This design comes from an exercise in tuning for small area on the open sky130 flow, not from production work. Function was checked by simulation only, so behaviour that the tests miss may differ from the original. No driver is modelled on the clock port, so clocking that relies on it looks cheaper here than on a real chip. Power and IR drop assume default switching activity.

==> flow/design.v <==
`timescale 1ns / 1ps
module button(clk, btn, rst_n);
    input clk;
    input btn;
    output reg rst_n;
    always @(posedge clk)
        rst_n <= ~btn;
endmodule
module debounce(clk, rst_n, upd, pb, win);
    input clk;
    input rst_n;
    input upd;
    input pb;
    output win;
    reg [2:0] run;
    always @(posedge clk)
        run <= pb ? (run[2] ? 3'd5 : run + 3'd1) : 3'd0;
    wire ns1 = run[2] & ~run[0];
    reg seen;
    always @(posedge clk)
        seen <= ~rst_n ? ns1 : (~upd & (seen | ns1));
    assign win = seen | ns1;
endmodule
`timescale 1ns / 1ps
module clock_divider(
    input clk,
    input rst_n,
    input upd,
    output note_nf,     
    output note_0,      
    output noise_nf,    
    output [4:0] sp,    
    output reg [7:0] lfsr    
    );
    localparam integer P_NOTE = 125000;
    localparam integer P_NOISE = 61025;
    localparam [6:0] NOTE_FR = P_NOTE / 1024 - 1;
    localparam [6:0] NOTE_PH = (P_NOTE % 1024) / 8;
    localparam [5:0] NOISE_FR = P_NOISE / 1024 - 1;
    localparam [9:0] NOISE_PH = P_NOISE % 1024;
    localparam [5:0] NOISE_FR0 = (P_NOISE - 1022) / 1024;
    localparam [9:0] NOISE_PH0 = (P_NOISE - 1022) % 1024;
    reg [6:0] fc;
    reg [6:0] fp;
    assign note_nf = fc == 7'd0;
    assign note_0 = note_nf & (fp == 7'd0);
    wire ld = upd & note_nf;
    function [6:0] inv128;
        input [6:0] x;
        integer i;
        begin
            inv128 = 7'd0;
            for (i = 0; i < 128; i = i + 1)
                if (((x * i) % 128) == 1)
                    inv128 = i;
        end
    endfunction
    localparam [6:0] NOTE_INV = inv128(NOTE_PH);
    assign sp = fp[4:0] * NOTE_INV[4:0] - 5'd1;
    wire [7:0] fp_sum = fp + (ld ? NOTE_PH : 7'd0);
    always @(posedge clk) begin
        if (~rst_n) begin
            fc <= NOTE_FR;
            fp <= NOTE_PH;
        end else begin
            fc <= ld ? NOTE_FR + fp_sum[7] : fc - upd;
            fp <= fp_sum[6:0];
        end
    end
    reg [5:0] nc;
    reg [9:0] np;
    reg [1:0] m3;
    assign noise_nf = nc == 6'd0;
    wire nld = upd & noise_nf;
    wire [10:0] np_sum = np + (nld ? NOISE_PH : 10'd0);
    always @(posedge clk) begin
        if (~rst_n) begin
            nc <= NOISE_FR0;
            np <= NOISE_PH0;
            m3 <= 2'd1;
        end else begin
            nc <= nld ? NOISE_FR + np_sum[10] : nc - upd;
            np <= np_sum[9:0];
            if (nld)
                m3 <= (m3 == 2'd2) ? 2'd0 : m3 + 2'd1;
        end
    end
    localparam [1:0] NOISE_OFF = NOISE_PH0 - NOISE_PH;
    localparam [1:0] NOISE_INV = NOISE_PH[1] ? 2'd3 : 2'd1;    
    wire [1:0] m4 = (np[1:0] - NOISE_OFF) * NOISE_INV;
    always @(*)
        case ({m3, m4})
            {2'd1, 2'd1}: lfsr = 8'd27;     
            {2'd2, 2'd2}: lfsr = 8'd55;     
            {2'd0, 2'd3}: lfsr = 8'd110;    
            {2'd1, 2'd0}: lfsr = 8'd221;    
            {2'd2, 2'd1}: lfsr = 8'd186;    
            {2'd0, 2'd2}: lfsr = 8'd116;    
            {2'd1, 2'd3}: lfsr = 8'd232;    
            {2'd2, 2'd0}: lfsr = 8'd208;    
            {2'd0, 2'd1}: lfsr = 8'd161;    
            {2'd1, 2'd2}: lfsr = 8'd67;     
            {2'd2, 2'd3}: lfsr = 8'd134;    
            {2'd0, 2'd0}: lfsr = 8'd13;     
            default: lfsr = 8'd13;
        endcase
endmodule
`timescale 1ns / 1ps
module pulse1_gen(
    input clk,
    input rst_n,
    input upd,
    input note_nf,
    input note_0,
    input [1:0] idx,
    output reg s
    );
    reg [7:0] c;
    reg hit;
    always @(*)
        case ({s, idx})
            3'd0: hit = c == 8'd179;
            3'd1: hit = c == 8'd160;
            3'd2: hit = c == 8'd142;
            3'd3: hit = c == 8'd119;
            3'd4: hit = c == 8'd192;
            3'd5: hit = c == 8'd171;
            3'd6: hit = c == 8'd152;
            default: hit = c == 8'd128;
        endcase
    reg hit_n;
    always @(*)
        case ({s, idx})
            3'd0: hit_n = c >= 8'd160;
            3'd1: hit_n = c >= 8'd142;
            3'd2: hit_n = c >= 8'd119;
            3'd4: hit_n = c >= 8'd171;
            3'd5: hit_n = c >= 8'd152;
            3'd6: hit_n = c >= 8'd128;
            default: hit_n = 1'b0;
        endcase
    wire t = (~note_0 & hit) | (note_nf & hit_n);
    always @(posedge clk) begin
        s <= rst_n & (s ^ (upd & t));
        c <= (~rst_n | (upd & t)) ? 8'd0 : c + upd;
    end
endmodule
module pulse2_gen(
    input clk,
    input rst_n,
    input upd,
    input note_nf,
    input [4:0] sp,
    output reg s
    );
    reg [7:0] c;
    wire first = sp == 5'd0;
    wire hit = s ? (first ? c == 8'd129 : c == 8'd163)
                 : (first ? c == 8'd17 : c == 8'd22);
    wire hit_n = (&sp) & (s ? c >= 8'd129 : c >= 8'd17);
    wire t = hit | (note_nf & hit_n);
    always @(posedge clk) begin
        s <= rst_n & (s ^ (upd & t));
        c <= (~rst_n | (upd & t)) ? 8'd0 : c + upd;
    end
endmodule
`timescale 1ns / 1ps
module triangle_wave_gen(
    input clk,
    input rst_n,
    input upd,
    input ph0,
    input [9:0] ph,
    input note_nf,
    input note_0,
    input sp1,           
    input sp0,           
    input [7:0] lfsr,    
    input [6:0] a,       
    output reg [7:0] out,
    output reg [7:0] nq,
    output ncorr
    );
    reg s;
    reg [9:0] c;
    reg hit;
    always @(*)
        case ({s, sp1})
            2'd0: hit = c == 10'd745;
            2'd1: hit = c == 10'd372;
            2'd2: hit = c == 10'd746;
            default: hit = c == 10'd373;
        endcase
    wire hit_s = s ? c >= 10'd373 : c >= 10'd372;
    wire shorten = note_nf & sp0 & ~sp1;
    wire t = ((~note_0 | ~sp0) & hit) | (shorten & hit_s);
    always @(posedge clk) begin
        s <= rst_n & (s ^ (upd & t));
        c <= (~rst_n | (upd & t)) ? 10'd0 : c + upd;
    end
    function rle;
        input [9:0] x;
        input [9:0] y;
        integer i;
        reg le;
        begin
            le = 1'b1;
            for (i = 0; i < 10; i = i + 1)
                le = y[i] ? (~x[i] | le) : (~x[i] & le);
            rle = le;
        end
    endfunction
    reg [9:0] acc;
    reg cy;
    reg ge;
    reg [9:0] wrap;    
    always @(*)
        case ({s, sp1})
            2'd0: begin ge = acc >= 10'd492; wrap = 10'd532; end
            2'd1: begin ge = acc >= 10'd119; wrap = 10'd905; end
            2'd2: begin ge = acc >= 10'd493; wrap = 10'd531; end
            default: begin ge = acc >= 10'd120; wrap = 10'd904; end
        endcase
    wire le = rle(ph, c);
    wire it = s ? (~le & (sp1 ? ph <= 10'd374 : ph <= 10'd747)) : le;
    wire nw = ph[9:8] == 2'b11;
    wire nini = nw & (ph[7:0] == 8'd0);
    wire [7:0] pl = ph[7:0];
    wire nle = pl <= lfsr;
    wire itn = nw & nle & ~nini;
    function [10:0] radd;
        input [9:0] x;
        input [9:0] y;
        input ci;
        integer i;
        reg cc;
        begin
            cc = ci;
            radd[10] = 1'b0;
            for (i = 0; i < 10; i = i + 1) begin
                radd[i] = x[i] ^ y[i] ^ cc;
                cc = (x[i] & y[i]) | (cc & (x[i] ^ y[i]));
                if (i == 6) radd[10] = cc;
            end
        end
    endfunction
    wire [9:0] op = it ? (ge ? wrap : 10'd254) : (itn ? {3'd0, a} : 10'd0);
    wire [10:0] sum = radd(acc, op, itn & cy);
    always @(posedge clk) begin
        if (ph0 | nini) begin
            acc <= 10'd0;
            cy <= 1'b0;
        end else begin
            acc <= itn ? {3'd0, sum[6:0]} : sum[9:0];
            cy <= itn ? sum[10] : cy;
        end
        if (ph0) begin
            out <= 8'd0;
            nq <= {1'b0, ~a};
        end else begin
            out <= out + (it & ge);
            nq <= nq + (itn & sum[10]);
        end
    end
    assign ncorr = (&acc[6:1]) & (acc[0] | cy);
endmodule
`timescale 1ns / 1ps
module AD_envelope_gen(
    input clk,
    input rst_n,
    input upd,
    input note_start,
    output reg [6:0] q
    );
    reg s;
    reg [12:0] r;
    function [12:0] radd;
        input [12:0] x;
        input [12:0] y;
        integer i;
        reg cy;
        begin
            cy = 1'b0;
            for (i = 0; i < 13; i = i + 1) begin
                radd[i] = x[i] ^ y[i] ^ cy;
                cy = (x[i] & y[i]) | (cy & (x[i] ^ y[i]));
            end
        end
    endfunction
    wire a_wrap = r[7:0] >= 8'd73;           
    wire a_end = a_wrap & (q == 7'd126);     
    wire d_big = r >= 13'd127;               
    wire q_nz = q != 7'd0;
    wire idle = ~q_nz & (r == 13'd0);
    reg [12:0] k;
    always @(*)
        if (~s)
            k = a_wrap ? 13'd8119 : 13'd127;    
        else if (d_big)
            k = 13'd8065;                       
        else if (q_nz)
            k = 13'd4873;                       
        else
            k = 13'd409;                        
    wire step = upd & ~(s & idle);
    wire [12:0] r_n = radd(r, step ? k : 13'd0);
    wire qstep = step & (~s ? a_wrap : ~d_big);
    function [6:0] qadd;
        input [6:0] x;
        input en;
        input dn;
        integer i;
        reg cy;
        begin
            cy = en;
            for (i = 0; i < 7; i = i + 1) begin
                qadd[i] = x[i] ^ cy;
                cy = dn ? (cy & ~x[i]) : (cy & x[i]);
            end
        end
    endfunction
    always @(posedge clk) begin
        if (~rst_n | (upd & note_start)) begin
            s <= ~rst_n;
            q <= 7'd0;
            r <= 13'd0;
        end else if (upd & a_end & ~s) begin
            s <= 1'b1;
            q <= 7'd9;
            r <= 13'd176;
        end else begin
            r <= r_n;
            q <= (qstep & s & ~q_nz) ? 7'd13 : qadd(q, qstep, s);
        end
    end
endmodule
`timescale 1ns / 1ps
`timescale 1ns / 1ps
module mixer(
    input clk,
    input rst_n,
    input upd,
    input [3:0] sw,
    input [4:0] sp,
    input p1s,
    input p2s,
    input [7:0] tri_v,
    input [7:0] noise_q,
    input noise_c,       
    output reg [7:0] duty,
    output reg nz
    );
    wire a1 = ~sp[4];
    wire a2 = (sp == 5'd0) | (sp == 5'd6) | (sp == 5'd8);
    wire on1 = sw[3] & a1;
    wire on2 = sw[2] & a2;
    wire [7:0] v3 = sw[1] ? tri_v : 8'd127;
    wire [7:0] v4 = sw[0] ? noise_q : 8'd127;
    reg [9:0] k;
    always @(*)
        case ({on1, p1s, on2, p2s})
            4'b1010: k = 10'd919;    
            4'b1011: k = 10'd889;    
            4'b1110: k = 10'd905;    
            4'b1111: k = 10'd875;    
            4'b1000, 4'b1001: k = 10'd904;    
            4'b1100, 4'b1101: k = 10'd890;    
            4'b0010, 4'b0110: k = 10'd912;    
            4'b0011, 4'b0111: k = 10'd882;    
            default: k = 10'd897;    
        endcase
    function [9:0] radd;
        input [9:0] x;
        input [9:0] y;
        input ci;
        integer i;
        reg cy;
        begin
            cy = ci;
            for (i = 0; i < 10; i = i + 1) begin
                radd[i] = x[i] ^ y[i] ^ cy;
                cy = (x[i] & y[i]) | (cy & (x[i] ^ y[i]));
            end
        end
    endfunction
    wire [9:0] x = radd({2'd0, v3}, {2'd0, v4}, sw[0] & noise_c);
    wire [9:0] y = radd(x, k, 1'b0);
    wire [7:0] mix = y[9] ? 8'd0 : (y[8] ? 8'd255 : y[7:0]);
    always @(posedge clk) begin
        if (~rst_n) begin
            duty <= 8'd127;
            nz <= 1'b1;
        end else if (upd) begin
            duty <= mix;
            nz <= duty != 8'd0;
        end
    end
endmodule
`timescale 1ns / 1ps
module PWM_gen (
    input clk,
    input rst_n,
    input ph0,
    input [7:0] count,
    input [7:0] duty,
    input nz,
    output reg PWM
);
always @(posedge clk) begin
    if (~rst_n)
        PWM <= 1'b0;
    else
        PWM <= ph0 ? nz : (count < duty);
end
endmodule
`timescale 1ns / 1ps
module synth_top(
    input clk,
    input rst,
    input btnL,
    input [15:0] sw,
    output [3:0] led,
    output pmod_1,   
    output pmod_2,   
    output pmod_4    
    );
    assign led = sw[3:0];
    assign pmod_2 = 1'b1;
    assign pmod_4 = 1'b1;
    wire rst_n;
    button br(clk, rst, rst_n);
    reg [9:0] ph;
    always @(posedge clk) ph <= rst_n ? ph + 10'd1 : 10'd0;
    wire upd = ph == 10'd1022;    
    wire ph0 = ph == 10'd0;       
    wire ns_win;
    debounce dn(clk, rst_n, upd, btnL, ns_win);
    wire note_nf, note_0, noise_nf;
    wire [4:0] sp;
    wire [7:0] lfsr;
    clock_divider cd(clk, rst_n, upd, note_nf, note_0, noise_nf, sp, lfsr);
    wire p1s, p2s;
    pulse1_gen pwg1(clk, rst_n, upd, note_nf, note_0, sp[1:0], p1s);
    pulse2_gen pwg2(clk, rst_n, upd, note_nf, sp, p2s);
    wire [6:0] env;
    AD_envelope_gen noise_ad(clk, rst_n, upd, ns_win, env);
    wire [7:0] tri_v;
    wire [7:0] noise_q;
    wire noise_c;
    triangle_wave_gen twg(clk, rst_n, upd, ph0, ph, note_nf, note_0, sp[1], sp[0],
                          lfsr, env, tri_v, noise_q, noise_c);
    wire [7:0] duty;
    wire nz;
    mixer mx(clk, rst_n, upd, sw[3:0], sp, p1s, p2s, tri_v, noise_q, noise_c, duty, nz);
    PWM_gen audio_out(clk, rst_n, ph0, ph[7:0], duty, nz, pmod_1);
endmodule
==> flow/flow/run.sh <==
#!/bin/bash
# Layout flow: the standard synthesis; then the combinational logic of
# its netlist is re-mapped by ABC with area-oriented scripts (every register
# instance is kept as it is: same name, same cell) and the smallest result
# is kept; then the standard layout steps from floorplan to finish.
# Clock tree synthesis uses clkbuf_8 buffers and no dummy loads; ports are
# buffered with buf_1.
set -uo pipefail
HERE=$(pwd)
R=$HERE/orfs/results/sky130hd/synth_top/base
LIB=$FLOW_HOME/platforms/sky130hd/lib/sky130_fd_sc_hd__tt_025C_1v80.lib
YOSYS=$FLOW_HOME/../tools/install/yosys/bin/yosys
[ -x "$YOSYS" ] || YOSYS=yosys

export CTS_ARGS="-sink_clustering_enable -repair_clock_nets -buf_list sky130_fd_sc_hd__clkbuf_8 -dont_use_dummy_load"
export BUFFER_PORTS_ARGS="-buffer_cell sky130_fd_sc_hd__buf_1"

bash standard.sh synth > 1_standard_synth.log 2>&1 || exit 1
cp $R/1_2_yosys.v standard_1_2_yosys.v
grep -o '^ *sky130_fd_sc_hd__e\?dfxtp_1 [^ ]*' standard_1_2_yosys.v | sed 's/^ *//' | sort > regs_standard.txt

# remap N SCRIPT: writes remap_N.v and its area to remap_N.area
remap() {
    cat > remap_$1.ys <<EOY
read_liberty -ignore_miss_func $LIB
read_verilog $HERE/standard_1_2_yosys.v
hierarchy -top synth_top
setattr -mod -set keep_hierarchy 1 sky130_fd_sc_hd__dfxtp_1 sky130_fd_sc_hd__edfxtp_1 sky130_fd_sc_hd__conb_1
flatten
opt_clean
abc -liberty $LIB -dont_use sky130_fd_sc_hd__lpflow_bleeder_1 -dont_use sky130_fd_sc_hd__lpflow_clkbufkapwr_1 -dont_use sky130_fd_sc_hd__lpflow_clkbufkapwr_16 -dont_use sky130_fd_sc_hd__lpflow_clkbufkapwr_2 -dont_use sky130_fd_sc_hd__lpflow_clkbufkapwr_4 -dont_use sky130_fd_sc_hd__lpflow_clkbufkapwr_8 -dont_use sky130_fd_sc_hd__lpflow_clkinvkapwr_1 -dont_use sky130_fd_sc_hd__lpflow_clkinvkapwr_16 -dont_use sky130_fd_sc_hd__lpflow_clkinvkapwr_2 -dont_use sky130_fd_sc_hd__lpflow_clkinvkapwr_4 -dont_use sky130_fd_sc_hd__lpflow_clkinvkapwr_8 -dont_use sky130_fd_sc_hd__lpflow_decapkapwr_12 -dont_use sky130_fd_sc_hd__lpflow_decapkapwr_3 -dont_use sky130_fd_sc_hd__lpflow_decapkapwr_4 -dont_use sky130_fd_sc_hd__lpflow_decapkapwr_6 -dont_use sky130_fd_sc_hd__lpflow_decapkapwr_8 -dont_use sky130_fd_sc_hd__lpflow_inputiso0n_1 -dont_use sky130_fd_sc_hd__lpflow_inputiso0p_1 -dont_use sky130_fd_sc_hd__lpflow_inputiso1n_1 -dont_use sky130_fd_sc_hd__lpflow_inputiso1p_1 -dont_use sky130_fd_sc_hd__lpflow_inputisolatch_1 -dont_use sky130_fd_sc_hd__lpflow_isobufsrc_1 -dont_use sky130_fd_sc_hd__lpflow_isobufsrc_16 -dont_use sky130_fd_sc_hd__lpflow_isobufsrc_2 -dont_use sky130_fd_sc_hd__lpflow_isobufsrc_4 -dont_use sky130_fd_sc_hd__lpflow_isobufsrc_8 -dont_use sky130_fd_sc_hd__lpflow_isobufsrckapwr_16 -dont_use sky130_fd_sc_hd__lpflow_lsbuf_lh_hl_isowell_tap_1 -dont_use sky130_fd_sc_hd__lpflow_lsbuf_lh_hl_isowell_tap_2 -dont_use sky130_fd_sc_hd__lpflow_lsbuf_lh_hl_isowell_tap_4 -dont_use sky130_fd_sc_hd__lpflow_lsbuf_lh_isowell_4 -dont_use sky130_fd_sc_hd__lpflow_lsbuf_lh_isowell_tap_1 -dont_use sky130_fd_sc_hd__lpflow_lsbuf_lh_isowell_tap_2 -dont_use sky130_fd_sc_hd__lpflow_lsbuf_lh_isowell_tap_4 -dont_use sky130_fd_sc_hd__probe_p_8 -dont_use sky130_fd_sc_hd__probec_p_8  -script "$2"
opt_clean -purge
hilomap -singleton -hicell sky130_fd_sc_hd__conb_1 HI -locell sky130_fd_sc_hd__conb_1 LO
insbuf -buf sky130_fd_sc_hd__buf_4 A X
splitnets
opt_clean -purge
tee -o $HERE/remap_$1.stat stat -liberty $LIB
select synth_top
write_verilog -noattr -nohex -nodec -selected $HERE/remap_$1.v
EOY
    rm -f remap_$1.area
    if timeout 1200 "$YOSYS" -l 1_remap_$1_yosys.log -s remap_$1.ys > /dev/null 2>&1; then
        grep -o '^ *sky130_fd_sc_hd__e\?dfxtp_1 [^ ]*' remap_$1.v | sed 's/^ *//' | sort > regs_remap_$1.txt
        if [ -s regs_standard.txt ] && cmp -s regs_standard.txt regs_remap_$1.txt; then
            grep "Chip area" remap_$1.stat | tail -1 | awk '{print $NF}' > remap_$1.area
        fi
    fi
}

remap 0 "+&get -n;&st;&dc2;&dc2;&dch -f;&nf -a -R 1000;&put"
remap 1 "+&get -n;&st;&deepsyn -T 240;&put;dch -f;amap -m" &
remap 2 "+&get -n;&st;&deepsyn -T 240 -S 3;&put;dch -f;amap -m" &
remap 3 "+&get -n;&st;&deepsyn -T 240 -S 7;&put;dch -f;amap -m" &
remap 4 "+&get -n;&st;&deepsyn -T 240 -S 11;&put;dch -f;amap -m" &
wait

best=""
for n in 0 1 2 3 4; do
    if [ -s remap_$n.area ]; then
        a=$(cat remap_$n.area)
        echo "remap $n: $a" >> remap_result.txt
        if [ -z "$best" ] || awk -v a="$a" -v b="$(cat remap_$best.area)" 'BEGIN{exit !(a < b)}'; then best=$n; fi
    else
        echo "remap $n: rejected" >> remap_result.txt
    fi
done
if [ -n "$best" ]; then
    echo "using remap $best" >> remap_result.txt
    cp remap_$best.v $R/1_2_yosys.v
    rm -f $R/1_synth.odb $R/1_synth.sdc
else
    echo "using the standard netlist" >> remap_result.txt
fi

bash standard.sh > 2_standard_layout.log 2>&1
==> flow/standard.sh <==
#!/bin/bash
# synth_recipe.tcl (not shown) runs the flow's synth.tcl, then flattens the netlist and writes it again
# the make line also repeats each setting of config.mk as NAME=value (left out here)
make -C /OpenROAD-flow-scripts/flow DESIGN_CONFIG=/design/flow/config.mk WORK_HOME=/design/flow/orfs CLKGATE_MAP_FILE= SYNTH_SCRIPT=/design/flow/synth_recipe.tcl "${@:-finish}"
==> flow/config.mk <==
export PLATFORM = sky130hd
export DESIGN_NAME = synth_top
export DESIGN_NICKNAME = synth_top
export VERILOG_FILES = /design/flow/design.v
export SDC_FILE = /design/flow/constraint.sdc
export NUM_CORES = 4
export LEC_CHECK = 0
export ABC_AREA = 1
export CAP_MARGIN = 20
export CORE_MARGIN = 2
export CORE_UTILIZATION = 60
export SLEW_MARGIN = 20
==> flow/constraint.sdc <==
create_clock -name core_clock -period 100.0 [get_ports {clk}]
set_input_delay 20.0000 -clock core_clock [delete_from_list [all_inputs] [get_ports {clk}]]
set_output_delay 20.0000 -clock core_clock [all_outputs]
set_load 0.01 [all_outputs]
==> run notes, run 1 <==
Setup path:
- Grouping stages by cell kind, the critical path spends the most delay in buffers and inverters.
- The count of cells along the worst register-to-register path is 43.
- The signal on the critical path passes through buf_1, buf_1.
- Counting buffers and inverters, the worst setup path is 2 cells deep.
- The startpoint of the most critical register-to-register path is twg.c[1].
- The critical path starts at sw[0].
- The worst setup path is of the primary input to output pin kind.
- The endpoint identified for the worst register-to-register timing path is twg.nq[7].
- The data required time at the worst endpoint is 80.00 ns.
- The longest individual stage delay on the worst path is roughly 0.17 ns.
- The nature of the critical path endpoint is an output pin.
- The critical path arrival is between 20 and 25 ns.
- The largest individual stage delay along the critical path comes from the cell buf_1.
- Of all nets on the critical path, the largest fanout is 3.
- The critical path ends at led[0].
- Counting stages on the worst path, the most repeated cell is buf_1.
- Together, buffers and inverters on the worst path number 2.
- The register-to-register path setup slack is slightly above 90 ns.
- The kind of start point of the critical path is a primary input.

Finish:
- Counting the fill cells in the layout gives about 1100.
- At the end of the flow the core is filled with cells to 0.652.
- The commonest non-fill, non-tap cell in the layout is nor2_1.
- The net count of the finished layout is around 1100.
- In the final layout, the share of cells above drive strength 1 is 0.0204.
- Leaving out fill and tap cells, the most frequent cells in the layout are 232 x nor2_1, 133 x dfxtp_1, 126 x clkinv_1.
- The count of cells in the finished layout, fillers not included, comes to 1172.
- The multi-input combinational cells in the finished layout cover a total of around 3800 µm².
- Relative to the synthesized area, the layout overhead comes to 6.47%.
- The number of antenna diodes is 0.
- The storage element area is between 2000 and 3000 µm².

GRT:
- In the global route stage, met3 resource usage came out at 0.0599.
- The global-route met2 utilization is 0.398.
- The global-route total usage across every layer is 0.261.
- The fraction of met1 tracks used by global routing is 0.363.
- The wire length of the first global-routing pass is between 20000 and 30000 µm.
- In this run the most used layer during global routing was met2.
- After global routing the overflow that remains totals 0.
- The via count of the first global-routing pass came to roughly 6000.
- The number of antenna violations at the first check in global routing is 0.
- The largest net degree at the start of global routing is 36.

Timing:
- Between clock sinks in the finished design, the worst skew comes to between 0.02 and 0.03 ns.
- The time the worst path needs with I/O delays and setup is roughly 40 ns.
- The top achievable clock speed is approximately 0.025 GHz.
- The transition time at the pin with the least slew margin is roughly 1 ns.
- The portion of the clock cycle consumed by the worst path in the final layout is 0.403.
- The worst path meets setup with slightly below 60 ns of slack.
- The tightest slew margin relative to the limit is 0.331.
- The setup TNS after final layout is 0 ns.
- The count of final max-slew check failures is 0.
- Final hold analysis gives a worst-case slack of 0.460 ns.
- The total count of hold-check failures in the final report is 0.
- Setup violations remaining at the end of the flow were counted as 0.
- Setup repair after global routing left no endpoint under its margin.

CTS:
- The longest clock path from root to sink contains 2 buffers.
- The root buffer cell chosen for the clock tree is clkbuf_8.
- The depth of the CTS H-tree is 4.
- At the later pin of the worst-skew pair, clock insertion delay measures around 0.46 ns.
- TritonCTS built the clock tree.
- Once the clock tree was built, the setup fixing pass inserted 0 buffers.
- After clock tree synthesis, the clock-pin slew on the worst setup and hold paths is ~0.050 ns.
- The number of instances resized during post-cts repair is 0.
- The tree built by TritonCTS fans out to about 130 sinks.
- TritonCTS created 17 clock buffers.
- After clock tree synthesis, the flow added hold-fix buffers numbering 0.

Pwr:
- The maximum VDD drop is 0.0000105 V.
- In this run the static leakage power is approximately 2.5 nW.
- In this run the power density over the cells is approximately 15 nW/µm².

Route:
- For this run, design rule violations remaining after detail routing come to 0.
- The count of nets left with antenna violations once routing finished came out at 0.
- The routed wirelength normalized by instance count is around 13 µm.
- After the first detailed-routing iteration, the DRC count stood at 528.
- The detailed-router iteration count before antenna repair is 5.
- The routed via count divided by cell count is 5.72.
- The final wirelength is roughly 16000 µm.
- The via count of the routed design is 6708.

Outcome:
- The flow ran to the end and the layout has no timing, DRC or antenna violations.

Floorplanning:
- After floorplanning, the core was sized to cover about 11000 µm².
- The I/O pin total is 26.
- The die is around 110 µm tall.
- The row count is 39.
- The effective utilization at floorplan is 0.612.
- In this run the horizontal extent of the chip is 112 µm.
- The die area is roughly 12000 µm².

Place:
- The placer congestion estimate is between 0.9 and 1.
- Detailed placement finished with a half-perimeter wire length of 11700 µm.
- The post-placement setup slack is 59.69 ns.
- In this run, placement finished with an instance count of between 1000 and 1500.
- Buffers placed on the I/O ports in this run total 11.

Synthesis:
- During synthesis, Yosys emitted a total of 10 warnings.
- The synthesized cell area is between 6000 and 7000 µm².
- The post-synthesis average cell area is roughly 7.0 µm².
- Counting every instance in the synthesized netlist gives 1001.

Job:
- Max-cap violations in this run came to 0.

Worst hold path:
- The path type of the worst min-delay path is register to register.
- The startpoint identified for the worst hold timing path is twg.out[7].
worst min path at each step:
| stage | to | slack (ns) | cells past startpoint |
|---|---|---|---|
| 6_report | twg.out[7] | 0.46 | 1 |
| 5_1_grt | twg.nq[7] | 0.48 | 1 |
| 4_1_cts | twg.out[7] | 0.46 | 1 |
| 3_5_place_dp | cd.nc[5] | 0.43 | 2 |
| 3_3_place_gp | cd.nc[5] | 0.42 | 2 |
| 2_1_floorplan | cd.nc[5] | 0.42 | 2 |
per-stage QoR:
| stage | cell area (µm²) | power, mW |
|---|---|---|
| 3_3_place_gp | 7180 | 0.0757 |
| 3_5_place_dp | 7180 | 0.0760 |
| 6_report | 7410 | 0.107 |
| 2_1_floorplan | 6970 | 0.0725 |
| 4_1_cts | 7410 | 0.108 |
| 5_1_grt | 7410 | 0.113 |
registers in the layout, summed over array words and instances (netlist names), 10 cells and up:
register and cells:
cd.np 10, noise_ad.r 13, ph 10, twg.acc 10, twg.c 10
per-layer routing:
| layer | part of all wire | vias up |
|---|---|---|
| li1 | - | 3589 |
| met1 | 0.50 | 2964 |
| met2 | 0.43 | 135 |
| met3 | 0.050 | 20 |
| met4 | 0.018 | 0 |
| met5 | 0 | - |
report_power, final:
| group | total [mW] | internal [mW] | switching (mW) |
|---|---|---|---|
| Sequential | 0.0579 | 0.0559 | 0.00199 |
| Clock | 0.0324 | 0.0149 | 0.0175 |
| Combinational | 0.0172 | 0.00614 | 0.0110 |
| Total | 0.107 | 0.0769 | 0.0305 |
cell type report:
class | count | share of cell area
Inverter | 126 | 0.0638
Multi-Input combinational cell | 737 | 0.508
Clock buffer | 17 | 0.0316
Tap cell | 143 | 0.0241
Timing Repair Buffer | 15 | 0.00962
Sequential cell | 134 | 0.363
==> run 2: changes to the inputs <==
--- a/flow/flow/run.sh
+++ b/flow/flow/run.sh
@@ -14,3 +14,3 @@
 
-export CTS_ARGS="-sink_clustering_enable -repair_clock_nets -buf_list sky130_fd_sc_hd__clkbuf_8 -dont_use_dummy_load"
+export CTS_ARGS="-sink_clustering_enable -repair_clock_nets -buf_list sky130_fd_sc_hd__clkbuf_16 -dont_use_dummy_load"
 export BUFFER_PORTS_ARGS="-buffer_cell sky130_fd_sc_hd__buf_1"
@@ -50,6 +50,2 @@
 remap 0 "+&get -n;&st;&dc2;&dc2;&dch -f;&nf -a -R 1000;&put"
-remap 1 "+&get -n;&st;&deepsyn -T 240;&put;dch -f;amap -m" &
-remap 2 "+&get -n;&st;&deepsyn -T 240 -S 3;&put;dch -f;amap -m" &
-remap 3 "+&get -n;&st;&deepsyn -T 240 -S 7;&put;dch -f;amap -m" &
-remap 4 "+&get -n;&st;&deepsyn -T 240 -S 11;&put;dch -f;amap -m" &
 wait
@@ -57,3 +53,3 @@
 best=""
-for n in 0 1 2 3 4; do
+for n in 0; do
     if [ -s remap_$n.area ]; then
==> run notes, run 2 <==
Floorplanning:
- The core region area is 12100 µm².
- The I/O pin total is 26.
- The die covers 13300 µm².
- Measured along the x axis, the die boundary spans 115 µm.
- The die height is about 120 µm.
- For this configuration, the core starts out at a cell density of 0.616.
- The row count is 40.

Route:
- The final wirelength is 18100 µm.
- The number of remaining DRC errors is 0.
- The routed via count divided by cell count is roughly 6.2.
- The routed layout has around 7000 vias.
- The violation count after the first detailed-routing iteration is 510.
- The detail route stage leaves a number of antenna-violating nets equal to 0.
- In the final routed layout, each cell accounts on average for approximately 15 µm.
- The detailed-router iteration count before antenna repair is 8.

GRT:
- The via count of the first global-routing pass was ~6700.
- The overflow left after global routing is 0.
- The number of antenna violations at the first check in global routing was 0.
- In the global route stage, overall resource usage came out at 0.287.
- Entering global routing, the biggest net connects 51 pins.
- The wire length of the first global-routing pass is 30600 µm.

CTS:
- In this run the clock root is driven by a clkbuf_16.
- The hold buffer count at cts is 0.
- The clock tree synthesis step divided the H-tree into 4 levels.
- Clock latency on the worst-skew pair, taken at its later pin, is around 0.43 ns.
- After clock tree synthesis, the clock-pin slew on the worst setup and hold paths is about 0.06 ns.
- After clock tree synthesis, the setup repair step added 0 buffers.
- After clock tree synthesis, the repair step resized 0 gates.
- TritonCTS built the clock tree.
- The clock buffer count from CTS is 17.
- The total clock sinks is between 100 and 150.
- No sink is reached through more buffers than the 2 on the longest clock path.

Finish:
- In the layout the commonest cells are 133 x dfxtp_1, 115 x nor2_1, 99 x nand2_1.
- The register with the most flip-flops in the layout has 13 of them.
- The commonest non-fill, non-tap cell in the layout is dfxtp_1.
- With fillers left out, the area of the finished cells amounts to around 8100 µm².
- The number of nets in the layout is between 1000 and 1500.
- More flip-flops sit in one register than any other, and that register is noise_ad.r.
- The area added between synthesis and finish is 9.38%.
- The number of antenna diodes is 0.
- The final-layout fill cell count is 1035.
- In the final layout, the share of cells above drive strength 1 is 0.0250.

Setup path:
- The capturing point of the worst reg2reg path is twg.nq[5].
- STA puts the critical path data required time at approximately 80 ns.
- The most common cell type on the critical path is buf_1.
- Counting both buffers and inverters, the worst setup path holds a total of 2.
- The longest individual stage delay on the worst path is between 0.3 and 0.4 ns.
- The signal on the critical path passes through buf_1, buf_1.
- The critical path arrival is between 20 and 25 ns.
- The worst setup path is launched from a primary input.
- Setup slack on the worst reg-to-reg path comes out at 92.66 ns.
- The setup path with the least slack is of type primary input to output pin.
- The worst register-to-register path has a depth of 33.
- The most critical setup path has its startpoint at sw[0].
- Grouping stages by cell kind, the critical path spends the most delay in buffers and inverters.
- The worst setup path is captured at an output pin.
- The startpoint of the most critical register-to-register path is ph[1].
- The critical path's slowest cell is buf_1.
- The highest fanout seen on the critical path is 7.

Place:
- The placed instances occupy a cell area of roughly 7700 µm².
- The quantity of I/O buffers inserted on ports is 11.
- The half-perimeter wire length after detailed placement is about 13000 µm.
- At the end of routability-driven placement, the weighted congestion stood at 0.949.
- The post-placement setup slack is between 50 and 60 ns.

Worst hold path:
- The end of the worst hold path is cd.np[8].
- The startpoint of the lowest-slack hold path is cd.np[8].
- The path type of the worst min-delay path is register to register.
- The cell depth of the worst min-delay path is 2.

Pwr:
- The cell leakage power is 2.86 nW.
- In this run the power density over the cells is 15.6 nW/µm².
- The maximum VDD drop is 0.0000156 V.
- The total power draw is between 100 and 150 µW.

Timing:
- The count of final max-slew check failures was 0.
- Across all hold checks on the routed design, the worst slack comes to approximately 0.44 ns.
- Setup repair after global routing left no endpoint under its margin.
- The clock arrives with roughly 0.023 ns of skew.
- Adding up every negative setup slack in the final design gives 0 ns.
- The total count of hold-check failures in the final report is 0.
- The time the worst path needs with I/O delays and setup is around 41 ns.
- The tightest slew margin relative to the limit is 0.383.
- The worst setup margin is roughly 59 ns.
- In the finished design, the share of the clock period the worst path needs comes to 0.405.
- The transition time at the pin with the least slew margin is between 0.9 and 1 ns.
- Setup violations remaining at the end of the flow were counted as 0.
- Derived from the worst setup path, the maximum achievable clock frequency is about 0.025 GHz.

Outcome:
- The run finished with no timing, DRC or antenna violations.

Synthesis:
- In this run the cell area of the synthesized design comes to roughly 7400 µm².
- The cell count after synthesis came out at just under 1000.
- The count of synthesis-stage warnings from yosys is 10.
- Dividing the synthesized area by the synthesized cell count gives 7.64 µm².

Job:
- The number of max-cap violations is 0.
[run 2: layout make-up]
| type | count | area, µm² | share of cell area |
|---|---|---|---|
| inverters | 40 | 150 | 0.0185 |
| well taps | 168 | 210 | 0.0259 |
| repair buffers | 17 | 83.8 | 0.0103 |
| clock buffers | 17 | 425 | 0.0524 |
| multi-input cells | 794 | 4560 | 0.562 |
| flip-flops and latches | 134 | 2690 | 0.331 |
[run 2: worst max-delay path by stage]
stage	slack, ns	endpoint	depth (start not counted)
after detailed placement	59.48	led[0]	2
after floorplan	59.88	led[0]	1
after global placement	59.50	led[0]	2
after CTS	59.45	led[0]	2
final	59.47	led[0]	2
after global routing	59.45	led[0]	2
[run 2: power breakdown]
| group | internal [mW] | leakage (nW) | switching [mW] | total [mW] |
|---|---|---|---|---|
| sequential | 0.0558 | 1.09 | 0.00285 | 0.0587 |
| clock | 0.0293 | 0.209 | 0.0201 | 0.0494 |
| combinational | 0.00778 | 1.57 | 0.0109 | 0.0187 |
| total | 0.0929 | 2.86 | 0.0339 | 0.127 |
[run 2: metrics by stage]
stage                util  cells
CTS                 0.673   1168
finish              0.674   1170
floorplan               -    973
detailed placement  0.637   1151
global placement    0.637   1151
global route        0.674   1170
[run 2: routing by layer]
metal | wire, µm | track usage | vias to the layer above | part of all wire
li1 | - | - | 3587 | -
met3 | 876 | 0.0717 | 30 | 0.048
met4 | 338 | 0.0996 | 0 | 0.019
met5 | 0 | 0 | - | 0
met1 | 8050 | 0.349 | 3365 | 0.44
met2 | 8840 | 0.494 | 215 | 0.49
==> run 3: changes to the inputs <==
--- a/flow/flow/run.sh
+++ b/flow/flow/run.sh
@@ -14,3 +14,3 @@
 
-export CTS_ARGS="-sink_clustering_enable -repair_clock_nets -buf_list sky130_fd_sc_hd__clkbuf_16 -dont_use_dummy_load"
+export CTS_ARGS="-sink_clustering_enable -repair_clock_nets -buf_list sky130_fd_sc_hd__clkbuf_8 -dont_use_dummy_load"
 export BUFFER_PORTS_ARGS="-buffer_cell sky130_fd_sc_hd__buf_1"
@@ -70,2 +70,41 @@
 
-bash standard.sh > 2_standard_layout.log 2>&1
+bash standard.sh cts > 2_standard_cts.log 2>&1 || exit 1
+
+# Clock leaf buffers that drive few flip-flops are swapped for the smaller
+# clkbuf_4 (same footprint origin, so the placement stays legal).
+cp $R/4_cts.odb cts_before_resize.odb
+cat > resize_clk.tcl <<EOT
+read_db $R/4_cts.odb
+set block [ord::get_db_block]
+set small [[ord::get_db] findMaster sky130_fd_sc_hd__clkbuf_4]
+set n 0
+foreach inst [\$block getInsts] {
+    if {[[\$inst getMaster] getName] ne "sky130_fd_sc_hd__clkbuf_8"} { continue }
+    set it [\$inst findITerm X]
+    if {\$it eq "NULL"} { continue }
+    set net [\$it getNet]
+    if {\$net eq "NULL"} { continue }
+    set sinks 0
+    set leaf 1
+    foreach t [\$net getITerms] {
+        if {[\$t getIoType] eq "OUTPUT"} { continue }
+        if {[string match "*df*" [[[\$t getInst] getMaster] getName]]} {
+            incr sinks
+        } else {
+            set leaf 0
+        }
+    }
+    if {\$leaf && \$sinks > 0 && \$sinks <= 10} {
+        \$inst swapMaster \$small
+        incr n
+    }
+}
+puts "downsized \$n clock buffers"
+write_db $R/4_cts.odb
+EOT
+if ! openroad -no_init -exit resize_clk.tcl > 3_resize_clk.log 2>&1; then
+    cp cts_before_resize.odb $R/4_cts.odb
+    echo "clock buffer resize failed; kept the CTS result" >> 3_resize_clk.log
+fi
+
+bash standard.sh > 4_standard_layout.log 2>&1
==> run notes, run 3 <==
Finish:
- The cell area after layout is approximately 7800 µm².
- Relative to the synthesized area, the layout overhead comes to 5.44%.
- The number of nets in the layout is ~1000.
- The flip-flop count of the largest register, all copies and words added is 13.
- In the layout the commonest cells are 133 x dfxtp_1, 115 x nor2_1, 99 x nand2_1.
- The commonest non-fill, non-tap cell in the layout is dfxtp_1.
- The number of antenna diodes is 0.
- Measured on the finished design, the core utilization comes to 0.649.
- After filler insertion, the fill cell instance count of the layout stands at approximately 1100.
- noise_ad.r holds more flip-flops than any other register.
- Of the cells placed in the final design, the portion with a size suffix greater than 1 is 0.0240.

Timing:
- The time the worst path needs with I/O delays and setup is 40.53 ns.
- The final setup violation count is 0.
- The portion of the clock cycle consumed by the worst path in the final layout is 0.405.
- Hold is met by between 0.4 and 0.5 ns.
- Setup repair after global routing left no endpoint under its margin.
- The total count of hold-check failures in the final report is 0.
- In the final timing run, aggregate negative setup slack is 0 ns.
- For the pin with the worst max-slew slack, the measured transition is between 1 and 1.5 ns.
- Timing would allow up to approximately 0.025 GHz.
- The worst clock skew is ~0.035 ns.
- The worst pin sits at a relative slew slack of 0.269.
- The count of final max-slew check failures came to 0.

GRT:
- The number of antenna violations at the first check in global routing was 0.
- The global-route total usage across every layer is 0.281.
- The largest net degree at the start of global routing is between 50 and 60.
- The first global-routing pass estimated 30000 µm of wire.
- The via count of the first global-routing pass is 6626.
- The total overflow left after global routing is 0.

Route:
- The first detailed-routing pass took 5 iterations.
- Dividing the detail-routed wire length by the instance count gives 15.3 µm.
- The routed via count divided by cell count is 6.14.
- The detailed router finished its first iteration with roughly 560 violations.
- Wires add up to roughly 18000 µm.
- The detailed router placed roughly 7000 vias in this run.
- The detail route stage leaves a number of antenna-violating nets equal to 0.
- The number of remaining DRC errors is 0.

CTS:
- Clock-pin slew was measured on the worst setup and hold paths at ~0.08 ns.
- The hold buffer count at cts is 0.
- The number of instances resized during post-cts repair is 0.
- The clock latency at the later pin of the worst-skew pair is roughly 0.45 ns.
- The clock net in this run drives a total of around 130 sinks.
- TritonCTS built the clock tree.
- In this run the deepest clock path goes through 2 buffers.
- The clock buffer count from CTS is 17.
- The H-tree was split into 4 levels.
- In this run the post-CTS setup repair buffer count came out at 0.
- The clock root buffer master is clkbuf_8.

Setup path:
- The critical path's slowest cell is buf_1.
- On the critical path the largest part of the delay comes from buffers and inverters.
- The class of the most critical setup path is primary input to output pin.
- The data required time at the worst endpoint is 80.00 ns.
- The critical path goes through buf_1, buf_1.
- The longest individual stage delay on the worst path is roughly 0.33 ns.
- The cell that appears most often on the critical path is buf_1.
- The worst setup path is captured at an output pin.
- The critical path arrival is ~21 ns.
- The highest fanout seen on the critical path is 7.
- The worst register-to-register path has a setup slack of a little over 90 ns.
- The worst setup path is launched from a primary input.
- The combined buffer and inverter count along the critical path is 2.

Job:
- Across the run, the number of max-cap violations was 0.

Synthesis:
- The Yosys step of the flow raised 10 warnings.
- Synthesis produced a netlist whose cell count is 972.
- The post-synthesis average cell area is 7.64 µm².
- In this run the cell area of the synthesized design comes to between 7000 and 8000 µm².

Place:
- The placer congestion estimate is 0.949.
- The half-perimeter wire length after detailed placement is roughly 13000 µm.
- During placement, the flow inserted port buffers numbering 11.
- The area of placed instances is between 7000 and 8000 µm².

Floorplanning:
- The initialized floorplan defines 40 standard-cell rows.
- The die area is 13300 µm².
- The I/O pin total is 26.
- The die height is 115 µm.
- For this configuration, the core starts out at a cell density of 0.616.
- In this run the horizontal extent of the chip is roughly 120 µm.
- The region available for standard cell placement spans ~12000 µm².

Outcome:
- The flow ran to the end and the layout has no timing, DRC or antenna violations.

Pwr:
- The cell leakage power is between 2 and 3 nW.
- In this run the power density over the cells is 13.2 nW/µm².
- The maximum VDD drop is between 0.00001 and 0.000015 V.

Worst hold path:
- The tightest min-delay check is of the register to register type.
## run 3: layout make-up
cell class                      count  area [µm²]  share of cell area
Sequential cell                   134        2690               0.344
Timing Repair Buffer               16        76.3             0.00974
Clock buffer                       17         140              0.0179
Tap cell                          168         210              0.0268
Inverter                           40         150              0.0192
Multi-Input combinational cell    794        4560               0.583
## run 3: path summary, 6_finish.rpt
kind | start | to | cells after the start
setup / recovery | sw[0] | led[0] | 2
hold reg to reg | cd.np[8] | cd.np[8] | 2
setup reg to reg | ph[1] | twg.nq[5] | 33
hold / removal | cd.np[8] | cd.np[8] | 2
## run 3: power breakdown
part | switching, mW | internal (mW)
registers | 0.00284 | 0.0557
logic | 0.0109 | 0.00772
clock network | 0.0173 | 0.00873
total | 0.0310 | 0.0721
## run 3: worst reg2reg max path: cells and delay by family (launching register included)
kind                     cells  cell delay (ns)
AND/OR/NAND/NOR             14             2.67
AO/OA/AOI/OAI               13             2.28
buffers and inverters        4             0.81
multiplexers                 1             0.57
flip-flops                   1             0.53
adder cells (fa/ha/maj)      1             0.41
## run 3: through the flow
step | total power, mW | std cells | setup WS, ns
3_3_place_gp | 0.0768 | 1151 | 59.50
6_report | 0.103 | 1169 | 59.47
5_1_grt | 0.108 | 1169 | 59.46
4_1_cts | 0.110 | 1168 | 59.48
2_1_floorplan | 0.0739 | 973 | 59.88
3_5_place_dp | 0.0779 | 1151 | 59.48
## run 3: metal layers
layer / track usage / routed length [µm]
met5: 0 / 0
met4: 0.0996 / 292
met3: 0.0648 / 888
met2: 0.482 / 8780
met1: 0.345 / 7940
==> run 4: changes to the inputs <==
--- a/flow/flow/run.sh
+++ b/flow/flow/run.sh
@@ -5,3 +5,4 @@
 # is kept; then the standard layout steps from floorplan to finish.
-# Clock tree synthesis uses clkbuf_8 buffers and no dummy loads; ports are
+# Clock tree synthesis uses clkbuf_8 buffers and no dummy loads, then leaf
+# buffers driving at most 10 flip-flops become clkbuf_4; ports are
 # buffered with buf_1.
@@ -50,2 +51,6 @@
 remap 0 "+&get -n;&st;&dc2;&dc2;&dch -f;&nf -a -R 1000;&put"
+remap 1 "+&get -n;&st;&deepsyn -T 240;&put;dch -f;amap -m" &
+remap 2 "+&get -n;&st;&deepsyn -T 240 -S 3;&put;dch -f;amap -m" &
+remap 3 "+&get -n;&st;&deepsyn -T 240 -S 7;&put;dch -f;amap -m" &
+remap 4 "+&get -n;&st;&deepsyn -T 240 -S 11;&put;dch -f;amap -m" &
 wait
@@ -53,3 +58,3 @@
 best=""
-for n in 0; do
+for n in 0 1 2 3 4; do
     if [ -s remap_$n.area ]; then
==> run notes, run 4 <==
Timing:
- The worst clock skew is approximately 0.029 ns.
- The worst pin sits at a relative slew slack of 0.386.
- The final setup violation count is 0.
- The total count of hold-check failures in the final report was 0.
- Setup repair after global routing left no endpoint under its margin.
- Hold timing on the final database bottoms out at a slack of around 0.45 ns.
- The top achievable clock speed is approximately 0.025 GHz.
- In the finished design, the share of the clock period the worst path needs comes to 0.403.
- The count of final max-slew check failures is 0.
- Subtracting the final worst setup slack from the clock period gives ~40 ns.
- The setup TNS after final layout is 0 ns.
- The worst path meets setup with between 50 and 60 ns of slack.
- At the pin with the least slew margin, the transition time is slightly above 0.9 ns.

GRT:
- The via count of the first global-routing pass is approximately 6300.
- The fraction of met1 tracks used by global routing is 0.339.
- For this run, global-route usage on met3 was measured as 0.0593.
- The wire length of the first global-routing pass is between 20000 and 30000 µm.
- Entering global routing, the biggest net connects 36 pins.
- For met2 alone, demand over resource in global routing was 0.453.
- For this run the aggregate overflow at the end of global routing stands at 0.
- Across every metal layer, demand over resource in global routing totals 0.270.
- The number of antenna violations at the first check in global routing is 0.
- In this run the most used layer during global routing was met2.

Floorplanning:
- The core region area is around 11000 µm².
- The die area is 12400 µm².
- The I/O pin total is 26.
- After floorplanning, the core was divided into 39 placement rows.
- From left edge to right edge, the die measures ~110 µm.
- Measured along the y axis, the die boundary spans between 100 and 150 µm.
- For this configuration, the core starts out at a cell density of 0.612.

CTS:
- Clock latency on the worst-skew pair, taken at its later pin, is roughly 0.42 ns.
- The H-tree was split into 4 levels.
- In this run the deepest clock path goes through 2 buffers.
- The hold buffer count at cts is 0.
- The number of setup buffers added after CTS is 0.
- CTS saw about 130 sinks.
- The clock root buffer master is clkbuf_8.
- The clock buffer count from CTS is 17.
- The number of instances resized during post-cts repair is 0.
- The clock-pin slew on the worst setup and hold paths is 0.10 ns.
- The clock tree from TritonCTS is yes.

Route:
- The routed via count divided by cell count is approximately 6.0.
- The count of nets left with antenna violations once routing finished came out at 0.
- The violation count after the first detailed-routing iteration is roughly 560.
- For this block, the routed nets add up to 16100 µm of wire.
- The via count of the routed design is 6908.
- After detailed routing, the number of remaining DRC violations is 0.
- After detailed routing, the average wire length per cell comes to between 10 and 15 µm.
- The pre-antenna-repair detailed-routing pass consisted of 6 iterations.

Pwr:
- Dividing total power by cell area gives a power density of 14.1 nW/µm².
- The maximum VDD drop is 0.0000121 V.
- The cell leakage power is 2.46 nW.
- The completed layout was analyzed and its total power is a little over 100 µW.

Setup path:
- The critical path arrival is 20.26 ns.
- The combined buffer and inverter count along the critical path is 2.
- STA classifies the critical path startpoint as a primary input.
- In this design, the largest share of critical-path delay is due to buffers and inverters.
- Traced cell by cell, the critical path runs through buf_1, buf_1.
- The class of the most critical setup path is primary input to output pin.
- The largest single stage delay on the critical path is around 0.16 ns.
- STA classifies the critical path endpoint as an output pin.
- The critical path's slowest cell is buf_1.
- The most common cell type on the critical path is buf_1.
- The data required time at the worst endpoint is 80.00 ns.
- The highest fanout seen on the critical path is 2.

Finish:
- The commonest non-fill, non-tap cell in the layout is nor2_1.
- The register with the most flip-flops in the layout has 13 of them.
- The number of nets in the layout is roughly 1000.
- The area growth from synthesis to layout is 4.93%.
- 0 antenna diodes ended up in the layout.
- The register with the most flip-flops is noise_ad.r.
- In the final layout, the share of cells above drive strength 1 is 0.0187.
- In the layout the commonest cells are 214 x nor2_1, 142 x clkinv_1, 133 x dfxtp_1.

Synthesis:
- The post-synthesis average cell area is approximately 7.0 µm².
- Yosys printed 10 warnings.
- The cell area that synthesis handed to floorplanning was slightly below 7000 µm².
- The number of instances in the synthesized netlist is ~990.

Place:
- The half-perimeter wire length after detailed placement is 12200 µm.
- The quantity of I/O buffers inserted on ports is 11.
- Timing analysis after detailed placement gives a worst setup slack of about 60 ns.
- The placer congestion estimate is about 0.92.

Job:
- The number of max-cap violations is 0.

Outcome:
- The flow ran to the end and the layout has no timing, DRC or antenna violations.

Worst hold path:
- The tightest min-delay check is of the register to register type.
[run 4: power by group]
part	internal, mW	leakage (nW)	switching (mW)
combinational	0.00671	1.30	0.0131
sequential	0.0557	1.09	0.00192
clock	0.00874	0.0834	0.0163
total	0.0712	2.46	0.0314
[run 4: final timing paths]
| path | startpoint | endpoint | slack, ns | cells after the start |
|---|---|---|---|---|
| hold reg to reg | cd.nc[5] | cd.nc[5] | 0.45 | 2 |
| setup / recovery | sw[2] | led[2] | 59.74 | 2 |
| hold / removal | cd.nc[5] | cd.nc[5] | 0.45 | 2 |
| setup reg to reg | ph[2] | twg.nq[7] | 91.43 | 52 |
[run 4: area by class of cell]
type / count / area, µm²
Clock buffer: 17 / 140
Fill cell: 1048 / 4050
Inverter: 142 / 533
Multi-Input combinational cell: 711 / 3670
Sequential cell: 134 / 2690
Tap cell: 143 / 179
Timing Repair Buffer: 13 / 56.3
[run 4: per-layer routing]
metal | part of all wire | up-vias
li1 | - | 3546
met5 | 0 | -
met2 | 0.47 | 209
met4 | 0.023 | 0
met1 | 0.46 | 3116
met3 | 0.056 | 37
[run 4: stage by stage]
stage                      util  instances  instance area, µm²
after global placement    0.630       1143                7130
final                     0.642       1160                7270
after floorplan               -        992                6930
after global routing      0.642       1160                7270
after CTS                 0.650       1160                7360
after detailed placement  0.630       1143                7130
[run 4: worst register-to-register path: cells and delay by family, from the launching register on]
kind / cells / cell delay [ns]
simple gates: 22 / 3.77
compound gates: 22 / 3.15
buf+inv: 8 / 1.05
flops: 1 / 0.47

## port drivers added, routing unchanged
In the flow no input, the clock included, has a driving cell. The finished layouts below were timed again as built, in two steps. Step 1: set_driving_cell puts a clkbuf_16 on clk and a buf_2 on each other input, an assumption about the parent block. Step 2 moves the port delays by t, midway between the first and last clock arrival at a register: inputs arrive t later, outputs are due t later. That takes back most of the time a late clock gives input paths. Slacks: ideal ports / drivers / drivers and shift; pairs: ideal ports / drivers.
run | shift t [ns] | setup WS [ns] | worst register clock-pin slew, ns
run 1 | 0.484 | 59.695 / 59.673 / 59.673 | 0.08 / 0.08
run 2 | 0.466 | 59.468 / 59.443 / 59.443 | 0.06 / 0.06
run 3 | 0.470 | 59.467 / 59.444 / 59.444 | 0.11 / 0.11
run 4 | 0.448 | 59.741 / 59.718 / 59.718 | 0.10 / 0.10
After both steps every run listed still meets setup and hold. The setup slack of run 2, which loses most, moves by -0.025 ns with the drivers and by -0.025 ns with both steps.
